This is an optimization exercise on Yosys and OpenROAD, whose aim is small area, a short achievable clock period and few clock cycles per item, not a production implementation. No functional check of the RTL was part of any run shown here.

**flow/run.sh**
```bash
#!/bin/bash
# synth_recipe.tcl (not shown) runs the flow's synth.tcl, then flattens the netlist and writes it again
# the make line also repeats each setting of config.mk as NAME=value (left out here)
make -C /OpenROAD-flow-scripts/flow DESIGN_CONFIG=/design/flow/config.mk WORK_HOME=/design/flow/orfs CLKGATE_MAP_FILE= SYNTH_SCRIPT=/design/flow/synth_recipe.tcl finish
```
**flow/config.mk**
```make
export PLATFORM = sky130hd
export DESIGN_NAME = tea_interface
export DESIGN_NICKNAME = tea_interface
export VERILOG_FILES = /design/flow/design.v
export SDC_FILE = /design/flow/constraint.sdc
export NUM_CORES = 4
export LEC_CHECK = 0
export CAP_MARGIN = 20
export CORE_MARGIN = 2
export CORE_UTILIZATION = 40
export SLEW_MARGIN = 20
```
**flow/constraint.sdc**
```tcl
create_clock -name core_clock -period 12.0 [get_ports {clk}]
set_input_delay 2.4000 -clock core_clock [delete_from_list [all_inputs] [get_ports {clk}]]
set_output_delay 2.4000 -clock core_clock [all_outputs]
set_load 0.01 [all_outputs]
```
**flow/design.v**
```verilog
module tea_enc_dec (
    input [63:0] in,
    input [127:0] key,
    input mode,
    input write,
    input clk,
    output reg [63:0] out,
    output reg out_ready
);
    parameter rounds = 32;
    reg[31:0] sum;
    reg[5:0] round_counter;
    localparam DELTA = 32'h9E3779B9;
    function [31:0] tea_round_func (input[31:0] vhalf, input[63:0] khalf, input[31:0] sum);
        begin
            tea_round_func = ((vhalf << 4) + khalf[63:32]) ^
                             (vhalf + sum) ^
                             ((vhalf >> 5) + khalf[31:0]);
        end
    endfunction
    function [63:0] encrypt_cycle(input[63:0] v, input[127:0] k, input[63:0] sum);
        begin
            encrypt_cycle = v;
            encrypt_cycle[63:32] += tea_round_func(encrypt_cycle[31:0] , k[127:64], sum);
            encrypt_cycle[31:0]  += tea_round_func(encrypt_cycle[63:32], k[63:0],   sum);
        end
    endfunction
    function [63:0] decrypt_cycle(input[63:0] v, input[127:0] k, input [63:0] sum);
        begin
            decrypt_cycle = v;
            decrypt_cycle[31:0]  -= tea_round_func(decrypt_cycle[63:32], k[63:0],   sum);
            decrypt_cycle[63:32] -= tea_round_func(decrypt_cycle[31:0],  k[127:64], sum);
        end
    endfunction
    always@(posedge clk) begin
        if (write) begin
            round_counter <= 0;
            out <= in;
            sum <= mode ? (rounds)*DELTA : DELTA;
            out_ready <= 0;
        end else if (round_counter < rounds) begin
            round_counter <= round_counter + 1;
            if(mode == 0) begin
                out <= encrypt_cycle(out, key, sum);
                sum <= sum + DELTA;
            end else begin
                out <= decrypt_cycle(out, key, sum);
                sum <= sum - DELTA;
            end
        end else  
            out_ready <= 1;
    end
endmodule
module tea_interface(
    input [63:0] in,
    input mode,
    input reset,
    input write,
    input clk,
    output [63:0] out,
    output out_ready
);
    parameter swapbytes = 1;
    wire [63:0] encdec_out;
    wire [63:0] unswapped_in;
    reg[127:0] key;
    reg waiting_key;
    assign unswapped_in = swapbytes ? byteswap32_64(in) : in;
    assign out = swapbytes ? byteswap32_64(encdec_out) : encdec_out;
    reg enable_output;
    wire out_ready_unmasked;
    assign out_ready = enable_output && out_ready_unmasked;
    tea_enc_dec encdec(unswapped_in, key, mode, write, clk, encdec_out, out_ready_unmasked);
    function [31:0] byteswap32(input[31:0] x);
        byteswap32 = {x[7:0], x[15:8], x[23:16], x[31:24]};
    endfunction
    function [63:0] byteswap32_64(input[63:0] x);
        byteswap32_64 = {
            byteswap32(x[63:32]),
            byteswap32(x[31:0])
        };
    endfunction
    always@(posedge clk) begin
        if (reset) begin
            key[127:64] <= unswapped_in;
            waiting_key <= 1;
            enable_output <= 0;
        end else if (waiting_key) begin
            key[63:0] <= unswapped_in;
            waiting_key <= 0;
        end else if (write) begin
            enable_output <= 1;
        end
    end
endmodule
```
==> parameters.txt, run 1 <==
Parameter                              Value

Yosys
  FFs w/ async S/R, synth ... 0%
  YS warnings ... 2
  Area contributors post-synth ... edfxtp_1, ha_1, xnor2_1
  Most frequent cells after synthesis ... xnor2_1, ha_1, a21oi_1
  Net count after synthesis ... approximately 4400
  Top-count cell post-synth ... xnor2_1
  Unique cell type count in the Yosys netlist ... 81
  Average cell area after synthesis ... 8.769 sq um
  Synth Register Bits ... between 200 and 250
  Share of synthesized area occupied by flip-flops and latches ... 20.78%
  Yosys top cell area share ... just over 20%
  Dominant synthesized flop cell ... edfxtp_1
  Cells after synthesis ... 3791
  Count of flip-flops with a built-in enable after synthesis ... 224
  Syn Std Cell Area ... roughly 33000 sq um
  Dominant cell type by area after synthesis ... edfxtp_1

Floorplan
  Initial cell density of the core ... between 40 and 50%
  IO Count ... 133
  Placement Rows ... 105
  Die Outline Area ... 85430 sq um
  Core Area ... around 82000 sq um
  Vertical die dimension ... 292.3 um
  Width of the die ... 292.3 um

Worst setup path
  Worst stage delay on the critical path ... 720 ps
  Data arrival at the endpoint of the critical path ... 11540 ps
  CP max stage cell ... a2111oi_1
  Top fanout value on the critical path ... 9
  Critical path capture point type ... flip-flop
  Crit-path leading delay family ... compound AO/OA/AOI/OAI gates
  Critical Setup Path Class ... flip-flop to flip-flop
  Required time of the critical path ... between 10000 and 15000 ps
  Most Frequent Cell on Critical Path ... a21oi_1
  Type of origin of the critical path ... flip-flop
  FF-to-FF setup slack ... 810 ps
  Worst path buffer plus inverter count ... 0

Route
  Residual DRC ... 0
  Avg Vias per Cell ... approximately 6
  Overall via count from detail_route ... 31070
  Wire per inst ... 25.91 um
  First drt pass iteration count ... 6
  Total Routed Length ... 131.2 mm
  DR iter-0 viols ... 3398
  Residual antenna-violating net count after detailed routing ... 0

Global routing
  Largest net degree at the start of global routing ... 65
  Global-route wire length before repair ... 188.8 mm
  Number of antenna violations at the first check in global routing ... 5
  Overall fraction of global-route tracks in use ... 29.78%
  Vias in the first global route ... 29510
  Overflow left after global routing ... 0

STA
  Final Hold Vio Count ... 0
  Highest attainable clock frequency ... 89.39 MHz
  Part of the cycle the worst path needs ... 93.23%
  Minimum period implied by the final worst setup slack ... between 10000 and 15000 ps
  Accumulated negative setup slack ... 0 ps
  Final worst hold slack ... 458.7 ps
  RSZ-0062 raised after global routing ... no
  Worst-case setup margin in the final layout ... 812.7 ps
  Transition at the pin with the smallest max-transition slack ... 1049 ps
  Slew Viols, Final ... 0
  Relative slew slack ... 30.09%
  Number of failing setup endpoints in the final timing report ... 0
  Post-route clock skew ... 16.78 ps

Layout
  Number of filler instances in the final layout ... 8033
  Total area of multi-input combinational cells ... 25690 sq um
  Layout Area Growth over Synthesis ... 11.69%
  Number of nets in the final layout ... 4569
  Flip-flop and latch area ... between 6000 and 7000 sq um
  Layout cell share with drive strength beyond 1 ... 3.337%

CTS
  Count of hold-fix buffers inserted at cts ... 0
  Maximum buffer depth of the clock tree ... 3
  Clock sink count ... ~230
  Clock transition at the registers of the reported paths ... ~60 ps
  # Post-CTS Setup Buffers ... 0
  Clock tree from TritonCTS ... built
  Insertion delay of the later-clocked pin in the worst-skew pair ... 610 ps
  Number of instances resized during post-cts repair ... 0
  Total clock buffers created by CTS ... 30
  H-tree depth ... 1
  CTS Root Buffer Type ... clkbuf_16

Place
  Routability congestion estimate ... 0.9832
  IO buf count ... 132
  Half-perimeter wire length after detailed placement ... 107.0 mm
  Setup slack after placement ... 711.7 ps

Run status
  Result of the run ... timing/DRC/antenna clean

Min path
  Worst hold-check path type ... flip-flop to flip-flop

Run
  # Max-Cap Violations ... 0
## flip-flops by register name, summed over array words and instances, names as in the netlist
register              flops
key                     128
encdec.out               64
encdec.sum               32
encdec.round_counter      6
enable_output             1
encdec.out_ready          1
waiting_key               1
## metal layers
layer  vias to the layer above  GRT usage [%]  wire length (um)
met4                         0          7.505              3349
met1                     14990          43.23             58570
met5                         -              0                 0
met3                       186          5.349             13960
met2                      1455          45.37             55270
li1                      14440              -                 -
## worst min-delay path: stages, from the launching register on
cell	delay (ps)
dfxtp_1	320
nor2_1	40
nor2_1	70
## per-stage QoR
step	instances	utilization (%)	cell area (sq um)
2_1_floorplan	3791	-	33240
3_3_place_gp	5004	43.94	36140
3_5_place_dp	5004	43.94	36140
4_1_cts	5056	45.12	37110
5_1_grt	5056	45.13	37120
6_report	5062	45.15	37130
## cell families (layout without fill, tap and decap cells)
| family | count (synthesis) | in the layout | synth area share (%) |
|---|---|---|---|
| compound gates | 1309 | 1309 | 25.13 |
| simple gates | 775 | 775 | 11.21 |
| xor+xnor | 740 | 740 | 19.71 |
| fa+ha+maj | 535 | 535 | 20.52 |
| flops | 233 | 233 | 20.78 |
| buf+inv | 178 | 373 | 2.014 |
| mux | 21 | 21 | 0.6474 |
| other cells | 0 | 6 | 0 |
## cells in the final DEF, fill, tap and decap left out, types with 7 or more instances in the layout
cell / n
o21ai_0: 227
a211oi_1: 49
a21boi_0: 10
mux2i_1: 17
and3_1: 25
a21o_1: 261
xnor2_1: 613
nand3_1: 68
a221oi_1: 7
o211ai_1: 21
edfxtp_1: 224
a2111oi_0: 8
ha_1: 518
inv_1: 137
o21bai_1: 68
nor2_1: 171
dfxtp_1: 9
nand4_1: 32
nor2b_1: 48
a41oi_1: 13
nor3_1: 45
a21oi_1: 418
a211o_1: 14
or3_1: 22
and4_1: 11
o21a_1: 52
a221o_1: 9
clkbuf_16: 31
xor2_1: 122
a31oi_1: 40
nand2_1: 242
o31ai_1: 20
nand2b_1: 59
clkbuf_1: 7
buf_4: 53
clkdlybuf4s50_1: 129
or2_2: 10
fa_1: 17
and2_1: 17
a31o_2: 10
## final cells by class
| class | instances | area share, % |
|---|---|---|
| clock buffers | 38 | 2.160 |
| inverters | 139 | 1.405 |
| clock inverters | 14 | 0.4515 |
| diodes | 6 | 0.04044 |
| multi-input cells | 3380 | 69.19 |
| well taps | 1070 | 3.606 |
| repair buffers | 182 | 4.549 |
| flip-flops and latches | 233 | 18.60 |
## worst paths after layout
| kind | startpoint | depth (start not counted) | to |
|---|---|---|---|
| max | encdec.out[1] | 42 | encdec.out[31] |
| min | encdec.out_ready | 2 | encdec.out_ready |
| max reg2reg | encdec.out[1] | 42 | encdec.out[31] |
| min reg2reg | encdec.out_ready | 2 | encdec.out_ready |
==> inputs of run 2 (changes only) <==
==> flow/design.v (replaced) <==
module tea_interface(
    input [63:0] in,
    input mode,
    input reset,
    input write,
    input clk,
    output [63:0] out,
    output out_ready
);
    parameter KS = 0;  
    localparam [31:0] DELTA   = 32'h9E3779B9;
    localparam [31:0] NDELTA  = 32'h61C88647;  
    localparam [31:0] SUM_DEC = 32'hC6EF3720;  
    function [31:0] bs(input [31:0] x);
        bs = {x[7:0], x[15:8], x[23:16], x[31:24]};
    endfunction
    wire [31:0] in_y = bs(in[63:32]);
    wire [31:0] in_z = bs(in[31:0]);
    reg [63:0] kp, kq;
    reg        qhi;        
    reg        wk;         
    reg [31:0] a, c, d, s;
    reg        m;          
    reg        ph;         
    reg        pre;        
    reg [1:0]  post;       
    reg        busy, rdy;
    always @(posedge clk) begin
        kp <= kq;
        kq <= (reset | wk) ? {in_y, in_z} : kp;
        qhi <= wk ? 1'b0 : ~qhi;
    end
    wire [31:0] mm = {32{m}};
    wire [31:0] bres;
    wire        ov;
    padd #(32, 0) add_b (c, d, m, bres, ov);
    wire [27:0] s1 = c[27:0] ^ d[27:0] ^ kq[63:36];
    wire [27:0] c1 = {(c[26:0] & d[26:0]) | (c[26:0] & kq[62:36]) | (d[26:0] & kq[62:36]), m};
    wire [27:0] t1h;
    padd #(28, KS) add_t1 (s1, c1, 1'b0, t1h, );
    wire [31:0] t1 = {t1h, kq[35:32]};
    wire [31:0] s2 = c ^ d ^ s;
    wire [31:0] c2 = {(c[30:0] & d[30:0]) | (c[30:0] & s[30:0]) | (d[30:0] & s[30:0]), m};
    wire [31:0] t2;
    padd #(32, KS) add_t2 (s2, c2, 1'b0, t2, );
    wire [4:0]  lo5;
    wire        cy5;
    padd #(5, 1) add_lo5 (c[4:0], d[4:0], m, lo5, cy5);
    wire [31:0] cs  = {{5{ov}}, c[31:5]};
    wire [31:0] ds  = {5'd0, d[31:5]};
    wire [31:0] s3  = cs ^ ds ^ kq[31:0];
    wire [31:0] c3  = {(cs[30:0] & ds[30:0]) | (cs[30:0] & kq[30:0]) | (ds[30:0] & kq[30:0]), cy5};
    wire [31:0] t3;
    padd #(32, KS) add_t3 (s3, c3, 1'b0, t3, );
    wire        swp = pre | (post != 2'd0);
    wire [31:0] f   = (t1 ^ t2 ^ t3) & {32{~swp}};
    wire go  = busy & (swp | (qhi == (m ~^ ph)));
    wire fin = ph & (s == (m ? DELTA : SUM_DEC));
    always @(posedge clk) begin
        if (reset) begin
            wk   <= 1'b1;
            busy <= 1'b0;
            rdy  <= 1'b0;
        end else begin
            wk <= 1'b0;
            if (write) begin
                busy <= 1'b1;
                rdy  <= 1'b0;
            end else if (go & (post == 2'd1)) begin
                busy <= 1'b0;
                rdy  <= 1'b1;
            end
        end
    end
    always @(posedge clk) begin
        if (write) begin
            a    <= in_y;
            c    <= in_z;
            d    <= {32{mode}};
            s    <= mode ? SUM_DEC : DELTA;
            m    <= mode;
            ph   <= 1'b0;
            pre  <= mode;
            post <= 2'd0;
        end else if (go) begin
            a <= bres;
            c <= a;
            d <= f ^ mm;
            if (pre) begin
                pre <= 1'b0;
            end else if (post != 2'd0) begin
                post <= post - 2'd1;
            end else begin
                ph <= ~ph;
                if (ph) s <= s + (m ? NDELTA : DELTA);
                if (fin) post <= m ? 2'd1 : 2'd2;
            end
        end
    end
    assign out = {bs(a), bs(c)};
    assign out_ready = rdy;
endmodule
module padd #(parameter W = 32, parameter KS = 0) (
    input  [W-1:0] a,
    input  [W-1:0] b,
    input          ci,
    output [W-1:0] s,
    output         co
);
    reg [W-1:0] p, g, gp, pp;
    integer l, i, j;
    always @* begin
        p = a ^ b;
        g = a & b;
        g[0] = g[0] | (p[0] & ci);
        gp = g;
        pp = p;
        for (l = 0; (1 << l) < W; l = l + 1) begin
            for (i = W - 1; i >= 0; i = i - 1) begin
                if (KS) j = i - (1 << l);
                else    j = ((i >> l) & 1) ? ((i >> l) << l) - 1 : -1;
                if (j >= 0) begin
                    gp[i] = gp[i] | (pp[i] & gp[j]);
                    pp[i] = pp[i] & pp[j];
                end
            end
        end
    end
    assign s  = p ^ {gp[W-2:0], ci};
    assign co = gp[W-1];
endmodule
==> parameters.txt, run 2 <==
Parameter                              Value

Run status
  Result of the run ... timing/DRC/antenna clean (unchanged)

Route
  Residual antenna-violating net count after detailed routing ... 0 (unchanged)
  Residual DRC ... 0 (unchanged)
  Overall via count from detail_route ... 12100 (was 31070)
  DR iter-0 viols ... 733 (was 3398)
  Avg Vias per Cell ... 5.311 (was 6.137)
  Wire per inst ... 20.33 um (was 25.91 um)
  First drt pass iteration count ... 5 (was 6)
  Total Routed Length ... 46.33 mm (was 131.2 mm)

Layout
  Registers with the highest flip-flop counts ... kp: 64 flops, kq: 64 flops (was key: 128 flops, encdec.out: 64 flops, encdec.sum: 32 flops)
  Leading cell type in the layout, fill and taps excluded ... xnor2_1 (unchanged)
  Most frequent cells in the layout ... xnor2_1, ha_1, dfxtp_1 (was xnor2_1, ha_1, a21oi_1)
  Layout Area Growth over Synthesis ... 17.70% (was 11.69%)
  Post-layout instance count excluding filler cells ... 2279 (was 5062)
  Flip-flop and latch area ... 6606 sq um (was 6907 sq um)
  Number of filler instances in the final layout ... 3971 (was 8033)
  Post-layout util ... 47.82% (was 45.15%)
  Finished Cell Area ... 20690 sq um (was 37130 sq um)
  Diode insertion count for antenna repair ... 0 (was 6)
  Layout cell share with drive strength beyond 1 ... 11.33% (was 3.337%)
  Number of nets in the final layout ... 1996 (was 4569)
  Total area of multi-input combinational cells ... 10660 sq um (was 25690 sq um)

Yosys
  Most frequent cells after synthesis ... xnor2_1, ha_1, dfxtp_1 (was xnor2_1, ha_1, a21oi_1)
  Yosys top cell area share ... 22.21% (was 20.23%)
  Share of synthesized area occupied by flip-flops and latches ... 37.58% (was 20.78%)
  Dominant cell type by area after synthesis ... edfxtp_1 (unchanged)
  Unique cell type count in the Yosys netlist ... 69 (was 81)
  Top-count cell post-synth ... xnor2_1 (unchanged)
  Cells after synthesis ... 1535 (was 3791)
  Count of flip-flops with a built-in enable after synthesis ... 130 (was 224)
  Largest family of logic cells by synthesized area ... adder cells (was compound AO/OA/AOI/OAI gates)
  Synth Area in Compound Gates ... 13.05% (was 25.13%)
  Basic-gate share of the synthesized area counting and, or, nand and nor cells ... 7.552% (was 11.21%)
  Net count after synthesis ... 1861 (was 4394)
  Synth Register Bits ... 265 (was 233)
  Syn Std Cell Area ... 17580 sq um (was 33240 sq um)
  YS warnings ... 4 (was 2)
  Xor/xnor cell area share of the yosys netlist ... 10.51% (was 19.71%)
  Area contributors post-synth ... edfxtp_1, dfxtp_1, fa_1 (was edfxtp_1, ha_1, xnor2_1)
  Adder-cell share of the synthesized area ... 22.93% (was 20.52%)
  Dominant synthesized flop cell ... dfxtp_1 (was edfxtp_1)
  Average cell area after synthesis ... 11.45 sq um (was 8.769 sq um)
  Portion of netlist area occupied by mux cells ... 6.463% (was 0.6474%)
  FFs w/ async S/R, synth ... 0% (unchanged)

STA
  RSZ-0062 raised after global routing ... no (unchanged)
  Final worst hold slack ... 368.7 ps (was 458.7 ps)
  Part of the cycle the worst path needs ... 51.45% (was 93.23%)
  Worst-case setup margin in the final layout ... 5827 ps (was 812.7 ps)
  Minimum period implied by the final worst setup slack ... 6173 ps (was 11190 ps)
  Transition at the pin with the smallest max-transition slack ... 974.0 ps (was 1049 ps)
  Relative slew slack ... 35.06% (was 30.09%)
  Number of failing setup endpoints in the final timing report ... 0 (unchanged)
  Highest attainable clock frequency ... 162.0 MHz (was 89.39 MHz)
  Accumulated negative setup slack ... 0 ps (unchanged)
  Post-route clock skew ... 18.95 ps (was 16.78 ps)
  Slew Viols, Final ... 0 (unchanged)
  Final Hold Vio Count ... 0 (unchanged)

Worst setup path
  Data arrival at the endpoint of the critical path ... 6460 ps (was 11540 ps)
  Crit-path cells ... inv_2 -> fa_1 -> inv_1 -> fa_1 -> a211oi_2 -> o21ai_2 -> a41oi_4 -> a211oi_2 -> o2111a_2 -> o21a_4 -> a21oi_4 -> inv_1 -> ha_1 -> xnor2_1 -> xnor2_1 -> xnor2_1 -> nor4_1 -> a2111oi_0 -> o211ai_1 -> xnor3_1 -> or4_1 -> o2111ai_1 -> nor2_1
  Critical path capture point type ... flip-flop (unchanged)
  CP max stage cell ... or4_1 (was a2111oi_1)
  Required time of the critical path ... 12290 ps (was 12360 ps)
  Most Frequent Cell on Critical Path ... xnor2_1 (was a21oi_1)
  Top fanout value on the critical path ... 26 (was 9)
  Type of origin of the critical path ... flip-flop (unchanged)
  Worst stage delay on the critical path ... 500 ps (was 720 ps)
  Critical Setup Path Class ... flip-flop to flip-flop (unchanged)

Floorplan
  Placement Rows ... 76 (was 105)
  Vertical die dimension ... 213.6 um (was 292.3 um)
  Initial cell density of the core ... 40.63% (was 40.42%)
  Die Outline Area ... 45640 sq um (was 85430 sq um)
  Width of the die ... 213.6 um (was 292.3 um)
  IO Count ... 133 (unchanged)
  Core Area ... 43270 sq um (was 82240 sq um)

CTS
  CTS Root Buffer Type ... clkbuf_16 (unchanged)
  Count of hold-fix buffers inserted at cts ... 0 (unchanged)
  # Post-CTS Setup Buffers ... 0 (unchanged)
  Clock sink count ... 265 (was 233)
  Maximum buffer depth of the clock tree ... 3 (unchanged)
  Clock tree from TritonCTS ... built (unchanged)
  Number of instances resized during post-cts repair ... 0 (unchanged)
  H-tree depth ... 1 (unchanged)
  Insertion delay of the later-clocked pin in the worst-skew pair ... 580 ps (was 610 ps)
  Clock transition at the registers of the reported paths ... 70 ps (was 60 ps)
  Total clock buffers created by CTS ... 30 (unchanged)

Global routing
  Global-route wire length before repair ... 72.19 mm (was 188.8 mm)
  Overall fraction of global-route tracks in use ... 20.81% (was 29.78%)
  Overflow left after global routing ... 0 (unchanged)
  Number of antenna violations at the first check in global routing ... 0 (was 5)
  Largest net degree at the start of global routing ... 65 (unchanged)
  Vias in the first global route ... 12290 (was 29510)

Place
  Half-perimeter wire length after detailed placement ... 34.15 mm (was 107.0 mm)
  Placed instance area ... 19570 sq um (was 36140 sq um)
  Placed Instances ... 2223 (was 5004)
  IO buf count ... 132 (unchanged)
  Setup slack after placement ... 5867 ps (was 711.7 ps)
  Routability congestion estimate ... 0.8562 (was 0.9832)

Run
  # Max-Cap Violations ... 0 (unchanged)

Min path
  Worst hold-check path type ... flip-flop to flip-flop (unchanged)
## run 2: changes by cell type in the layout (fill, tap and decap cells not counted), sizes merged, moves of 86 or more
cell	delta
xnor2	-451
ha	-367
a21oi	-320
a21o	-200
o21ai	-170
nand2	-169
dfxtp	+126
mux2	+96
edfxtp	-94
nor2	-93
fa	+90
xor2	-86
## run 2: final cells by class
cell class,instances,area share [%]
repair buffers,139,6.628
clock inverters,15,0.9917
well taps,585,3.538
multi-input cells,1180,51.51
clock buffers,41,4.426
inverters,54,0.9796
flip-flops and latches,265,31.93
## run 2: final timing paths
kind | cells past startpoint | slack [ps] | startpoint | to
setup / recovery | 23 | 5830 | m | d[31]
hold / removal | 0 | 370 | kq[32] | kp[32]
setup reg to reg | 23 | 5830 | m | d[31]
hold reg to reg | 0 | 370 | kq[32] | kp[32]
## run 2: critical path: cells and delay by family, from the launching register on
kind	cells	cell delay (ps)
AO/OA/AOI/OAI	10	2370
XOR/XNOR	4	890
adder cells (fa/ha/maj)	3	940
buffers and inverters	3	650
flip-flops	1	400
AND/OR/NAND/NOR	3	640
## run 2: logic make-up after synthesis
| logic type | Yosys count |
|---|---|
| AOI/OAI and AO/OA | 344 |
| DFF | 265 |
| muxes | 101 |
| adders and majority gates | 258 |
| buffers and inverters | 90 |
| and+or+nand+nor | 274 |
| xor gates and xnor gates | 203 |
## run 2: metal layers
layer | part of all wire (%) | GRT usage, % | vias to the layer above
li1 | - | - | 5824
met1 | 49 | 30.38 | 6036
met2 | 46 | 33.55 | 197
met3 | 3.9 | 2.124 | 46
met4 | 1.5 | 4.310 | 0
met5 | 0 | 0 | -
==> inputs of run 3 (changes only) <==
--- a/flow/design.v
+++ b/flow/design.v
@@ -7,7 +7,7 @@
     output [63:0] out,
     output out_ready
 );
-    parameter KS = 0;  
+    parameter KS = 1;  
     localparam [31:0] DELTA   = 32'h9E3779B9;
     localparam [31:0] NDELTA  = 32'h61C88647;  
     localparam [31:0] SUM_DEC = 32'hC6EF3720;  
==> parameters.txt, run 3 <==
Parameter                              Value

Yosys
  Yosys top cell area share ... 21.23% (was 22.21%)
  FFs w/ async S/R, synth ... 0% (unchanged)
  YS warnings ... 5 (was 4)
  Top-count cell post-synth ... xnor2_1 (unchanged)
  Most frequent cells after synthesis ... xnor2_1, ha_1, dfxtp_1 (unchanged)
  Synth Register Bits ... 265 (unchanged)
  Area contributors post-synth ... edfxtp_1, dfxtp_1, ha_1 (was edfxtp_1, dfxtp_1, fa_1)
  Dominant synthesized flop cell ... dfxtp_1 (unchanged)
  Unique cell type count in the Yosys netlist ... 79 (was 69)
  Share of synthesized area occupied by flip-flops and latches ... 35.92% (was 37.58%)
  Syn Std Cell Area ... 18390 sq um (was 17580 sq um)
  Cells after synthesis ... 1704 (was 1535)
  Dominant cell type by area after synthesis ... edfxtp_1 (unchanged)
  Net count after synthesis ... 2021 (was 1861)
  Average cell area after synthesis ... 10.79 sq um (was 11.45 sq um)
  Count of flip-flops with a built-in enable after synthesis ... 130 (unchanged)

Worst setup path
  FF-to-FF Start ... m (unchanged)
  Worst path buffer plus inverter count ... 4 (was 3)
  Crit-path cells ... buf_4 -> inv_2 -> fa_1 -> inv_1 -> fa_1 -> a211oi_1 -> o21ai_0 -> o311ai_1 -> a211oi_1 -> o21ai_0 -> a31oi_1 -> ha_1 -> ha_1 -> a21oi_1 -> inv_1 -> a21oi_1 -> o31ai_1 -> a21oi_1 -> xor3_1 -> mux2i_1 (was inv_2 -> fa_1 -> inv_1 -> fa_1 -> a211oi_2 -> o21ai_2 -> a41oi_4 -> a211oi_2 -> o2111a_2 -> o21a_4 -> a21oi_4 -> inv_1 -> ha_1 -> xnor2_1 -> xnor2_1 -> xnor2_1 -> nor4_1 -> a2111oi_0 -> o211ai_1 -> xnor3_1 -> or4_1 -> o2111ai_1 -> nor2_1)
  Crit-path leading delay family ... compound AO/OA/AOI/OAI gates (unchanged)
  CP max stage cell ... a211oi_1 (was or4_1)
  Most Frequent Cell on Critical Path ... a21oi_1 (was xnor2_1)
  Data arrival at the endpoint of the critical path ... 7390 ps (was 6460 ps)
  Type of origin of the critical path ... flip-flop (unchanged)
  Reg-to-reg endpoint ... d[31] (unchanged)
  Required time of the critical path ... 12270 ps (was 12290 ps)
  Top fanout value on the critical path ... 39 (was 26)
  Worst stage delay on the critical path ... 750 ps (was 500 ps)
  Critical path capture point type ... flip-flop (unchanged)
  Reg2Reg Depth ... 20 (was 23)
  Number of logic stages on the critical path including buffering ... 20 (was 23)
  FF-to-FF setup slack ... 4890 ps (was 5830 ps)
  Critical Setup Path Class ... flip-flop to flip-flop (unchanged)

CTS
  Clock sink count ... 265 (unchanged)
  # Post-CTS Setup Buffers ... 0 (unchanged)
  CTS Root Buffer Type ... clkbuf_16 (unchanged)
  Insertion delay of the later-clocked pin in the worst-skew pair ... 580 ps (about the same)
  Clock tree from TritonCTS ... built (unchanged)
  Maximum buffer depth of the clock tree ... 3 (unchanged)
  Number of instances resized during post-cts repair ... 0 (unchanged)
  H-tree depth ... 1 (unchanged)
  Clock transition at the registers of the reported paths ... 60 ps (was 70 ps)
  Total clock buffers created by CTS ... 30 (unchanged)
  Count of hold-fix buffers inserted at cts ... 0 (unchanged)

Layout
  Diode insertion count for antenna repair ... 0 (unchanged)
  Registers with the highest flip-flop counts ... kp: 64 flops, kq: 64 flops (unchanged)
  Layout cell share with drive strength beyond 1 ... 10.44% (was 11.33%)
  Layout Area Growth over Synthesis ... 16.23% (was 17.70%)
  Number of nets in the final layout ... 2151 (was 1996)
  Leading cell type in the layout, fill and taps excluded ... xnor2_1 (unchanged)
  Post-layout instance count excluding filler cells ... 2458 (was 2279)
  Most frequent cells in the layout ... xnor2_1, ha_1, dfxtp_1 (unchanged)

STA
  Final Hold Vio Count ... 0 (unchanged)
  Minimum period implied by the final worst setup slack ... 7115 ps (was 6173 ps)
  Relative slew slack ... 28.98% (was 35.06%)
  Highest attainable clock frequency ... 140.5 MHz (was 162.0 MHz)
  RSZ-0062 raised after global routing ... no (unchanged)
  Accumulated negative setup slack ... 0 ps (unchanged)
  Slew Viols, Final ... 0 (unchanged)
  Number of failing setup endpoints in the final timing report ... 0 (unchanged)
  Transition at the pin with the smallest max-transition slack ... 1065 ps (was 974.0 ps)
  Post-route clock skew ... 29.59 ps (was 18.95 ps)
  Part of the cycle the worst path needs ... 59.29% (was 51.45%)

Route
  Residual antenna-violating net count after detailed routing ... 0 (unchanged)
  DR iter-0 viols ... 922 (was 733)
  Overall via count from detail_route ... 13590 (was 12100)
  Wire per inst ... 21.12 um (was 20.33 um)
  First drt pass iteration count ... 5 (unchanged)
  Avg Vias per Cell ... 5.528 (was 5.311)
  Total Routed Length ... 51.91 mm (was 46.33 mm)
  Residual DRC ... 0 (unchanged)

Floorplan
  IO Count ... 133 (unchanged)
  Initial cell density of the core ... 40.53% (was 40.63%)
  Placement Rows ... 78 (was 76)
  Die Outline Area ... 47710 sq um (was 45640 sq um)
  Width of the die ... 218.4 um (was 213.6 um)
  Vertical die dimension ... 218.4 um (was 213.6 um)
  Core Area ... 45380 sq um (was 43270 sq um)

Global routing
  Largest net degree at the start of global routing ... 70 (was 65)
  Number of antenna violations at the first check in global routing ... 0 (unchanged)
  Global-route wire length before repair ... 79.81 mm (was 72.19 mm)
  Overall fraction of global-route tracks in use ... 21.74% (was 20.81%)
  Overflow left after global routing ... 0 (unchanged)
  Vias in the first global route ... 13480 (was 12290)

Place
  Routability congestion estimate ... 0.8873 (was 0.8562)
  IO buf count ... 132 (unchanged)
  Half-perimeter wire length after detailed placement ... 39.29 mm (was 34.15 mm)
  Placed Instances ... 2402 (was 2223)

Min path
  Hold Startpoint ... kq[33] (was kq[32])
  Hold path depth ... 0 (unchanged)
  Worst hold-check path type ... flip-flop to flip-flop (unchanged)
  Hold endpoint ... kp[33] (was kp[32])

Run status
  Result of the run ... timing/DRC/antenna clean (unchanged)

Run
  # Max-Cap Violations ... 0 (unchanged)
run 3: cell types whose count changed after synthesis, sizes merged, moves of 8 or more:
cell / delta
xor2: +8
nor3: +9
o21ai: +25
fa: -12
inv: -15
a21o: +13
nand2: +44
a21oi: +26
nand4: +8
run 3: worst max path at each step:
stage / startpoint / end
final: m / d[31]
after global placement: m / d[31]
after global routing: m / d[31]
after detailed placement: m / d[31]
after CTS: m / d[31]
after floorplan: write / a[0]
run 3: stage by stage:
step / util (%) / worst slack (ps) / area (sq um) / hold WS (ps)
2_1_floorplan: - / 6365 / 18390 / 336.8
3_3_place_gp: 44.91 / 5064 / 20380 / 360.6
3_5_place_dp: 44.91 / 4919 / 20380 / 360.2
4_1_cts: 47.11 / 4877 / 21380 / 369.3
5_1_grt: 47.11 / 4414 / 21380 / 373.0
6_report: 47.11 / 4885 / 21380 / 365.9
run 3: area by class of cell:
| cell class | instances | area (sq um) |
|---|---|---|
| clock buffer | 40 | 869.6 |
| clock inverter | 16 | 126.4 |
| fill | 4228 | 24000 |
| inverter | 39 | 146.4 |
| multi-input combinational | 1356 | 11480 |
| sequential | 265 | 6606 |
| tap | 600 | 750.7 |
| timing repair buffer | 142 | 1394 |
run 3: cells by family (layout without fill, tap and decap cells):
logic type | count (synthesis) | count (layout) | share of synthesized area [%]
AO/OA/AOI/OAI | 441 | 441 | 15.68
XOR/XNOR | 208 | 208 | 10.29
adder cells (fa/ha/maj) | 249 | 249 | 20.82
buffers and inverters | 83 | 237 | 1.735
flip-flops | 265 | 265 | 35.92
multiplexers | 105 | 105 | 6.388
AND/OR/NAND/NOR | 353 | 353 | 9.171
run 3: routing by layer:
layer | GRT usage (%) | routed length [um] | share of wire [%]
met1 | 31.64 | 24900 | 48
met2 | 34.46 | 23520 | 45
met3 | 2.422 | 2437 | 4.7
met4 | 5.238 | 1046 | 2.0
met5 | 0 | 0 | 0
run 3: worst register-to-register path, delay by kind of cell (launching register included):
kind / cells / cell delay (ps)
adders and majority gates: 4 / 1470
muxes: 1 / 130
buffers and inverters: 4 / 1110
xor gates and xnor gates: 1 / 450
DFF: 1 / 320
AOI/OAI and AO/OA: 10 / 3340
==> inputs of run 4 (changes only) <==
==> flow/design.v (replaced) <==
module tea_interface(
    input [63:0] in,
    input mode,
    input reset,
    input write,
    input clk,
    output [63:0] out,
    output out_ready
);
    localparam [31:0] DELTA   = 32'h9E3779B9;
    localparam [31:0] NDELTA  = 32'h61C88647;  
    localparam [31:0] SUM_DEC = 32'hC6EF3720;  
    function [31:0] bs(input [31:0] x);
        bs = {x[7:0], x[15:8], x[23:16], x[31:24]};
    endfunction
    wire [31:0] in_y = bs(in[63:32]);
    wire [31:0] in_z = bs(in[31:0]);
    reg [63:0] kp, kq;
    reg        qhi;        
    reg        wk;         
    reg [31:0] a, c, d, s;
    reg        m;          
    reg        mi;         
    reg        ph;         
    reg        pre;        
    reg [1:0]  post;       
    reg        busy, rdy;
    always @(posedge clk) begin
        kp <= kq;
        kq <= (reset | wk) ? {in_y, in_z} : kp;
        qhi <= wk ? 1'b0 : ~qhi;
    end
    wire [32:0] bfull = {1'b0, c} + {1'b0, d} + {32'd0, mi};
    wire [31:0] bres  = bfull[31:0];
    wire        ov    = bfull[32];
    wire [27:0] s1 = c[27:0] ^ d[27:0] ^ kq[63:36];
    wire [27:0] c1 = {(c[26:0] & d[26:0]) | (c[26:0] & kq[62:36]) | (d[26:0] & kq[62:36]), mi};
    wire [27:0] t1h = s1 + c1;
    wire [31:0] t1 = {t1h, kq[35:32]};
    wire [31:0] s2 = c ^ d ^ s;
    wire [31:0] c2 = {(c[30:0] & d[30:0]) | (c[30:0] & s[30:0]) | (d[30:0] & s[30:0]), mi};
    wire [31:0] t2 = s2 + c2;
    wire [31:0] k5  = {kq[26:0], 5'd0};
    wire [31:0] s3  = c ^ d ^ k5;
    wire [31:0] mj3 = (c & d) | (c & k5) | (d & k5);
    wire [32:0] x3  = {1'b0, s3} + {mj3[30:0], mi};
    wire        c3p = x3[32];
    wire        c3c = mj3[31];
    wire        up3 = (c3c & c3p) | ((c3c ^ c3p) & ~ov);
    wire [4:0]  k1h = kq[31:27];
    wire [31:0] t3  = {up3 ? k1h + 5'd1 : k1h, x3[31:5]};
    wire        swp = pre | (post != 2'd0);
    wire        kok = qhi == (m ~^ ph);
    wire        go  = busy & (swp | kok);
    wire        rnd = busy & ~swp & kok;
    wire        fin = ph & (s == (m ? DELTA : SUM_DEC));
    wire [31:0] f  = (t1 ^ t2 ^ t3) & {32{rnd}};
    wire        mn = write ? mode : m;
    always @(posedge clk) begin
        if (reset) begin
            wk   <= 1'b1;
            busy <= 1'b0;
            rdy  <= 1'b0;
        end else begin
            wk <= 1'b0;
            if (write) begin
                busy <= 1'b1;
                rdy  <= 1'b0;
            end else if (go & (post == 2'd1)) begin
                busy <= 1'b0;
                rdy  <= 1'b1;
            end
        end
    end
    always @(posedge clk) begin
        d <= f ^ {32{mn}};
        if (write) begin
            a    <= in_y;
            c    <= in_z;
            s    <= mode ? SUM_DEC : DELTA;
            m    <= mode;
            mi   <= mode;
            ph   <= 1'b0;
            pre  <= mode;
            post <= 2'd0;
        end else if (go) begin
            a <= bres;
            c <= a;
            if (pre) begin
                pre <= 1'b0;
            end else if (post != 2'd0) begin
                post <= post - 2'd1;
            end else begin
                ph <= ~ph;
                if (ph) s <= s + (m ? NDELTA : DELTA);
                if (fin) post <= m ? 2'd1 : 2'd2;
            end
        end
    end
    assign out = {bs(a), bs(c)};
    assign out_ready = rdy;
endmodule
==> parameters.txt, run 4 <==
Parameter                              Value

Run status
  Result of the run ... timing/DRC/antenna clean (unchanged)

Yosys
  Synth Register Bits ... 266 (was 265)
  Share of synthesized area occupied by flip-flops and latches ... 34.80% (was 35.92%)
  Net count after synthesis ... 2025 (was 2021)
  Yosys top cell area share ... 18.56% (was 21.23%)
  Cells after synthesis ... 1710 (was 1704)
  Dominant cell type by area after synthesis ... dfxtp_1 (was edfxtp_1)
  Count of flip-flops with a built-in enable after synthesis ... 98 (was 130)
  FFs w/ async S/R, synth ... 0% (unchanged)
  Average cell area after synthesis ... 10.60 sq um (was 10.79 sq um)
  Area contributors post-synth ... dfxtp_1, edfxtp_1, ha_1 (was edfxtp_1, dfxtp_1, ha_1)
  Syn Std Cell Area ... 18120 sq um (was 18390 sq um)
  YS warnings ... 1 (was 5)
  Top-count cell post-synth ... xnor2_1 (unchanged)
  Dominant synthesized flop cell ... dfxtp_1 (unchanged)
  Unique cell type count in the Yosys netlist ... 74 (was 79)
  Most frequent cells after synthesis ... xnor2_1, dfxtp_1, ha_1 (was xnor2_1, ha_1, dfxtp_1)

STA
  RSZ-0062 raised after global routing ... no (unchanged)
  Transition at the pin with the smallest max-transition slack ... 1118 ps (was 1065 ps)
  Slew Viols, Final ... 0 (unchanged)
  Final worst hold slack ... 364.7 ps (was 365.9 ps)
  Minimum period implied by the final worst setup slack ... 6024 ps (was 7115 ps)
  Accumulated negative setup slack ... 0 ps (unchanged)
  Post-route clock skew ... 12.50 ps (was 29.59 ps)
  Worst-case setup margin in the final layout ... 5976 ps (was 4885 ps)
  Final Hold Vio Count ... 0 (unchanged)
  Relative slew slack ... 25.33% (was 28.98%)
  Highest attainable clock frequency ... 166.0 MHz (was 140.5 MHz)
  Part of the cycle the worst path needs ... 50.20% (was 59.29%)
  Number of failing setup endpoints in the final timing report ... 0 (unchanged)

Global routing
  Overflow left after global routing ... 0 (unchanged)
  Vias in the first global route ... 13600 (was 13480)
  Global-route wire length before repair ... 80.79 mm (was 79.81 mm)
  Largest net degree at the start of global routing ... 66 (was 70)
  Overall fraction of global-route tracks in use ... 22.30% (was 21.74%)
  Number of antenna violations at the first check in global routing ... 0 (unchanged)

Floorplan
  Die Outline Area ... 47020 sq um (was 47710 sq um)
  Vertical die dimension ... 216.8 um (was 218.4 um)
  Initial cell density of the core ... 40.71% (was 40.53%)
  Core Area ... 44510 sq um (was 45380 sq um)
  IO Count ... 133 (unchanged)
  Placement Rows ... 77 (was 78)
  Width of the die ... 216.8 um (was 218.4 um)

Layout
  Diode insertion count for antenna repair ... 0 (unchanged)
  Layout cell share with drive strength beyond 1 ... 9.807% (was 10.44%)
  Layout Area Growth over Synthesis ... 16.84% (was 16.23%)
  Number of nets in the final layout ... 2158 (was 2151)
  Leading cell type in the layout, fill and taps excluded ... xnor2_1 (unchanged)
  Most frequent cells in the layout ... xnor2_1, dfxtp_1, ha_1 (was xnor2_1, ha_1, dfxtp_1)
  Registers with the highest flip-flop counts ... kp: 64 flops, kq: 64 flops (unchanged)

CTS
  Clock transition at the registers of the reported paths ... 60 ps (about the same)
  CTS Root Buffer Type ... clkbuf_16 (unchanged)
  Clock tree from TritonCTS ... built (unchanged)
  Count of hold-fix buffers inserted at cts ... 0 (unchanged)
  Maximum buffer depth of the clock tree ... 3 (unchanged)
  Insertion delay of the later-clocked pin in the worst-skew pair ... 580 ps (about the same)
  Number of instances resized during post-cts repair ... 0 (unchanged)
  Clock sink count ... 266 (was 265)
  # Post-CTS Setup Buffers ... 0 (unchanged)
  Total clock buffers created by CTS ... 31 (was 30)
  H-tree depth ... 1 (unchanged)

Run
  # Max-Cap Violations ... 0 (unchanged)

Route
  Wire per inst ... 21.20 um (was 21.12 um)
  Overall via count from detail_route ... 13410 (was 13590)
  First drt pass iteration count ... 5 (unchanged)
  Total Routed Length ... 52.11 mm (was 51.91 mm)
  Residual antenna-violating net count after detailed routing ... 0 (unchanged)
  DR top layer ... met4 (unchanged)
  M1 WL ... 24.52 mm (was 24.90 mm)
  Residual DRC ... 0 (unchanged)
  Met3 wirelength from detailed routing ... 2.368 mm (was 2.437 mm)
  Avg Vias per Cell ... 5.454 (was 5.528)
  Detailed route wirelength on metal2 ... 24.08 mm (was 23.52 mm)
  DR iter-0 viols ... 844 (was 922)

Worst setup path
  Critical path capture point type ... flip-flop (unchanged)
  Critical Setup Path Class ... flip-flop to flip-flop (unchanged)
  Data arrival at the endpoint of the critical path ... 6450 ps (was 7390 ps)
  Reg2Reg Depth ... 23 (was 20)
  Required time of the critical path ... 12430 ps (was 12270 ps)
  Top fanout value on the critical path ... 5 (was 39)
  Type of origin of the critical path ... flip-flop (unchanged)

Place
  Half-perimeter wire length after detailed placement ... 40.68 mm (was 39.29 mm)
  Setup slack after placement ... 5996 ps (was 4919 ps)
  IO buf count ... 132 (unchanged)
  Routability congestion estimate ... 0.9196 (was 0.8873)

Min path
  Worst hold-check path type ... flip-flop to flip-flop (unchanged)
  Hold path depth ... 0 (unchanged)
==> run 4: changes by cell type after synthesis, sizes merged, moves of 16 or more <==
cell	change
xnor2	+23
edfxtp	-32
a21oi	-16
dfxtp	+33
==> run 4: worst paths after layout <==
path              startpoint    end  slack (ps)
setup reg to reg        c[9]  d[28]        5980
hold reg to reg        kq[3]  kp[3]         360
setup / recovery        c[9]  d[28]        5980
hold / removal         kq[3]  kp[3]         360
==> run 4: kinds of logic (layout without fill, tap and decap cells) <==
kind of cell / Yosys count / count (layout) / synth area share, %
compound gates: 427 / 427 / 15.68
xor+xnor: 232 / 232 / 11.45
fa+ha+maj: 247 / 247 / 20.91
buf+inv: 89 / 245 / 1.844
flops: 266 / 266 / 34.80
mux: 100 / 100 / 6.194
simple gates: 349 / 349 / 9.122
==> run 4: layout make-up <==
class,instances,area [sq um]
fill,4158,23340
multi-input combinational,1355,11510
sequential,266,6306
timing repair buffer,139,1374
clock buffer,35,832.0
tap,592,740.7
clock inverter,21,221.5
inverter,50,187.7
==> run 4: critical path: stages (launching register included) <==
cell	delay, ps
edfxtp_1	530
fa_1	550
ha_1	350
and3_1	210
and2_1	170
a221oi_1	450
a2111oi_1	160
clkdlybuf4s18_2	290
o21ai_0	200
o211ai_1	170
a21oi_1	260
o21bai_1	140
a21o_1	200
ha_1	180
nand3b_1	170
nor4_1	370
nand3_1	130
a211oi_1	320
nor3_2	140
mux2i_1	240
xnor2_1	170
xnor3_1	340
nand2_1	90
xnor2_1	60
==> run 4: metrics by stage <==
step	instance area, sq um	utilization [%]	cells
2_1_floorplan	18120	-	1710
3_3_place_gp	20100	45.17	2401
3_5_place_dp	20120	45.19	2402
4_1_cts	21170	47.56	2458
5_1_grt	21170	47.56	2458
6_report	21170	47.56	2458
==> run 4: routing by layer <==
| metal | up-vias | global-route usage (%) |
|---|---|---|
| met3 | 68 | 2.879 |
| met1 | 6554 | 31.53 |
| met2 | 336 | 36.36 |
| met5 | - | 0 |
| met4 | 0 | 5.205 |
| li1 | 6447 | - |
==> inputs of run 5 (changes only) <==
==> flow/flow/run.sh (new file) <==
#!/bin/bash
# The standard layout, with timing repair aiming below the clock period:
# repair_timing treats paths with less than MARGIN ns of slack as failing,
# and may resize cells to any footprint.
set -euo pipefail
MARGIN=8
bash standard.sh SETUP_SLACK_MARGIN=$MARGIN MATCH_CELL_FOOTPRINT=0 finish > standard_finish.log 2>&1
==> flow/standard.sh (new file) <==
#!/bin/bash
# synth_recipe.tcl (not shown) runs the flow's synth.tcl, then flattens the netlist and writes it again
# the make line also repeats each setting of config.mk as NAME=value (left out here)
make -C /OpenROAD-flow-scripts/flow DESIGN_CONFIG=/design/flow/config.mk WORK_HOME=/design/flow/orfs CLKGATE_MAP_FILE= SYNTH_SCRIPT=/design/flow/synth_recipe.tcl "${@:-finish}"
removed: flow/run.sh
==> parameters.txt, run 5 <==
Parameter                              Value

Worst setup path
  Critical path capture point type ... flip-flop (unchanged)
  Crit-path leading delay family ... compound AO/OA/AOI/OAI gates (unchanged)
  Critical Setup Path Class ... flip-flop to flip-flop (unchanged)
  Required time of the critical path ... 12400 ps (was 12430 ps)
  Type of origin of the critical path ... flip-flop (unchanged)
  Worst path buffer plus inverter count ... 1 (unchanged)
  CP max stage cell ... fa_1 (unchanged)
  Crit-path cells ... fa_1 -> ha_4 -> and3_4 -> and2_4 -> a221oi_4 -> a2111oi_4 -> o21ai_1 -> o211ai_1 -> a21oi_2 -> o21bai_1 -> a21o_1 -> ha_2 -> nand3b_1 -> nor4_2 -> nand3_1 -> a211oi_2 -> nor3_4 -> buf_6 -> mux2i_1 -> xnor2_1 -> xnor3_1 -> nand2_1 -> xnor2_1 (was fa_1 -> ha_1 -> and3_1 -> and2_1 -> a221oi_1 -> a2111oi_1 -> clkdlybuf4s18_2 -> o21ai_0 -> o211ai_1 -> a21oi_1 -> o21bai_1 -> a21o_1 -> ha_1 -> nand3b_1 -> nor4_1 -> nand3_1 -> a211oi_1 -> nor3_2 -> mux2i_1 -> xnor2_1 -> xnor3_1 -> nand2_1 -> xnor2_1)
  Data arrival at the endpoint of the critical path ... 5340 ps (was 6450 ps)
  Top fanout value on the critical path ... 4 (was 5)
  Worst stage delay on the critical path ... 560 ps (was 550 ps)
  Most Frequent Cell on Critical Path ... xnor2_1

Layout
  Layout cell share with drive strength beyond 1 ... 17.83% (was 9.807%)
  Post-layout util ... 50.49% (was 47.56%)
  Layout Area Growth over Synthesis ... 24.05% (was 16.84%)
  Finished Cell Area ... 22480 sq um (was 21170 sq um)
  Most frequent cells in the layout ... xnor2_1, dfxtp_1, ha_1 (unchanged)
  Number of nets in the final layout ... 2236 (was 2158)
  Registers with the highest flip-flop counts ... kp: 64 flops, kq: 64 flops (unchanged)
  Leading cell type in the layout, fill and taps excluded ... xnor2_1 (unchanged)
  Diode insertion count for antenna repair ... 0 (unchanged)

STA
  RSZ-0062 raised after global routing ... yes (was no)
  Post-route clock skew ... 31.95 ps (was 12.50 ps)
  Minimum period implied by the final worst setup slack ... 4943 ps (was 6024 ps)
  Slew Viols, Final ... 0 (unchanged)
  Final Hold Vio Count ... 0 (unchanged)
  Number of failing setup endpoints in the final timing report ... 0 (unchanged)
  Accumulated negative setup slack ... 0 ps (unchanged)
  Transition at the pin with the smallest max-transition slack ... 1203 ps (was 1118 ps)
  Part of the cycle the worst path needs ... 41.20% (was 50.20%)
  Relative slew slack ... 19.63% (was 25.33%)
  Highest attainable clock frequency ... 202.3 MHz (was 166.0 MHz)

Yosys
  Dominant cell type by area after synthesis ... dfxtp_1 (unchanged)
  Synth Register Bits ... 266 (unchanged)
  FFs w/ async S/R, synth ... 0% (unchanged)
  Dominant synthesized flop cell ... dfxtp_1 (unchanged)
  Yosys top cell area share ... 18.56% (unchanged)
  Cells after synthesis ... 1710 (unchanged)
  Area contributors post-synth ... dfxtp_1, edfxtp_1, ha_1 (unchanged)
  Net count after synthesis ... 2025 (unchanged)
  Count of flip-flops with a built-in enable after synthesis ... 98 (unchanged)
  Most frequent cells after synthesis ... xnor2_1, dfxtp_1, ha_1 (unchanged)
  Average cell area after synthesis ... 10.60 sq um (unchanged)
  YS warnings ... 1 (unchanged)
  Share of synthesized area occupied by flip-flops and latches ... 34.80% (unchanged)
  Unique cell type count in the Yosys netlist ... 74 (unchanged)
  Top-count cell post-synth ... xnor2_1 (unchanged)
  Syn Std Cell Area ... 18120 sq um (unchanged)

Floorplan
  Width of the die ... 216.8 um (unchanged)
  Core Area ... 44510 sq um (unchanged)
  Initial cell density of the core ... 40.71% (unchanged)
  IO Count ... 133 (unchanged)
  Placement Rows ... 77 (unchanged)
  Vertical die dimension ... 216.8 um (unchanged)
  Die Outline Area ... 47020 sq um (unchanged)

Route
  DR iter-0 viols ... 1009 (was 844)
  Residual DRC ... 0 (unchanged)
  Residual antenna-violating net count after detailed routing ... 0 (unchanged)
  Avg Vias per Cell ... 5.494 (was 5.454)
  First drt pass iteration count ... 5 (unchanged)
  Overall via count from detail_route ... 13940 (was 13410)
  Total Routed Length ... 56.08 mm (was 52.11 mm)
  Wire per inst ... 22.10 um (was 21.20 um)

Place
  Routability congestion estimate ... 0.9075 (was 0.9196)
  IO buf count ... 132 (unchanged)
  Half-perimeter wire length after detailed placement ... 42.01 mm (was 40.68 mm)
  Placed instance area ... 20220 sq um (was 20120 sq um)

CTS
  Clock transition at the registers of the reported paths ... 60 ps (about the same)
  Clock sink count ... 266 (unchanged)
  Maximum buffer depth of the clock tree ... 3 (unchanged)
  Total clock buffers created by CTS ... 34 (was 31)
  CTS Root Buffer Type ... clkbuf_16 (unchanged)
  Count of hold-fix buffers inserted at cts ... 0 (unchanged)
  Insertion delay of the later-clocked pin in the worst-skew pair ... 550 ps (was 580 ps)
  Clock tree from TritonCTS ... built (unchanged)
  H-tree depth ... 2 (was 1)

Min path
  Worst hold-check path type ... flip-flop to flip-flop (unchanged)

Run
  # Max-Cap Violations ... 0 (unchanged)

Global routing
  Global-route wire length before repair ... 84.95 mm (was 80.79 mm)
  Overall fraction of global-route tracks in use ... 23.80% (was 22.30%)
  Vias in the first global route ... 14100 (was 13600)
  Largest net degree at the start of global routing ... 69 (was 66)
  Overflow left after global routing ... 0 (unchanged)
  Number of antenna violations at the first check in global routing ... 0 (unchanged)

Run status
  Result of the run ... timing/DRC/antenna clean (unchanged)
==> run 5: final cells by class <==
cell class	instances	area [sq um]
repair inverters	1	5.005
multi-input cells	1356	12090
fillers	4107	22030
repair buffers	212	2037
clock buffers	46	967.2
flip-flops and latches	266	6320
inverters	50	200.2
well taps	592	740.7
clock inverters	15	115.1
==> run 5: through the flow <==
stage	hold WS [ps]	setup WS, ps	instances
2_1_floorplan	348.7	7400	1710
3_3_place_gp	356.2	6753	2401
3_5_place_dp	355.6	6651	2401
4_1_cts	360.7	7137	2518
5_1_grt	372.1	6832	2538
6_report	358.9	7057	2538
==> run 5: cell families after synthesis <==
kind of cell	count (synthesis)	share of synthesized area [%]
AO/OA/AOI/OAI	427	15.68
AND/OR/NAND/NOR	349	9.122
flip-flops	266	34.80
adder cells (fa/ha/maj)	247	20.91
XOR/XNOR	232	11.45
multiplexers	100	6.194
buffers and inverters	89	1.844
==> run 5: what timing repair did <==
action                                  CTS  global route
cloned                                    2             0
pin swaps                                29            40
hold endpoints to repair                  0             0
buffers inserted                         54            20
gates resized for setup                  84            59
endpoints found under the setup margin  185            44
==> run 5: layer usage <==
metal / up-vias / GRT usage (%) / wire length, um
met5: - / 0 / 0
met3: 92 / 4.864 / 3366
met2: 416 / 38.38 / 25900
met4: 0 / 6.530 / 1430
met1: 6824 / 32.52 / 25390
li1: 6612 / - / -
==> run 5: worst paths after layout <==
check	start	end	depth (start not counted)	slack [ps]
max	c[10]	d[28]	23	7060
min	kq[62]	kp[62]	0	360
max reg2reg	c[10]	d[28]	23	7060
min reg2reg	kq[62]	kp[62]	0	360
==> run 5: worst register-to-register path: cells and delay by family, from the launching register on <==
kind                     cells  cell delay (ps)
AO/OA/AOI/OAI                8             1620
adder cells (fa/ha/maj)      3              960
AND/OR/NAND/NOR              7             1090
XOR/XNOR                     3              440
buffers and inverters        1              140
multiplexers                 1              160
flip-flops                   1              410

what the ideal ports hide:
The results above use ideal ports. As a check the final layouts listed here were re-extracted and re-timed, cells and wires unchanged. Step 1 (the two cells are an assumption about what drives the block):
set clk [get_ports {clk}]
set_driving_cell -lib_cell sky130_fd_sc_hd__clkbuf_16 $clk
set_driving_cell -lib_cell sky130_fd_sc_hd__buf_2 [delete_from_list [all_inputs] $clk]
Step 2 times the ports against the registers' clock, not the clock port: input delays grow and output delays shrink by t, the midpoint of the rising clock arrivals with the driver on. Slacks: no drivers / after step 1 / after step 2; pairs: no drivers / after step 1.
| run | shift t [ns] | setup WS [ns] | latest minus earliest clock arrival (ns) | slew at the worst register clock pin (ns) |
|---|---|---|---|---|
| run 1 | 0.661 | 0.813 / 0.813 / 0.813 | 0.018 / 0.017 | 0.07 / 0.07 |
| run 2 | 0.623 | 5.827 / 5.827 / 5.827 | 0.019 / 0.019 | 0.07 / 0.07 |
| run 3 | 0.629 | 4.885 / 4.885 / 4.885 | 0.029 / 0.029 | 0.07 / 0.07 |
| run 4 | 0.632 | 5.976 / 5.976 / 5.976 | 0.013 / 0.012 | 0.07 / 0.07 |
| run 5 | 0.591 | 7.057 / 7.057 / 7.057 | 0.032 / 0.032 | 0.07 / 0.07 |
After both steps setup and hold are still met in every run listed.
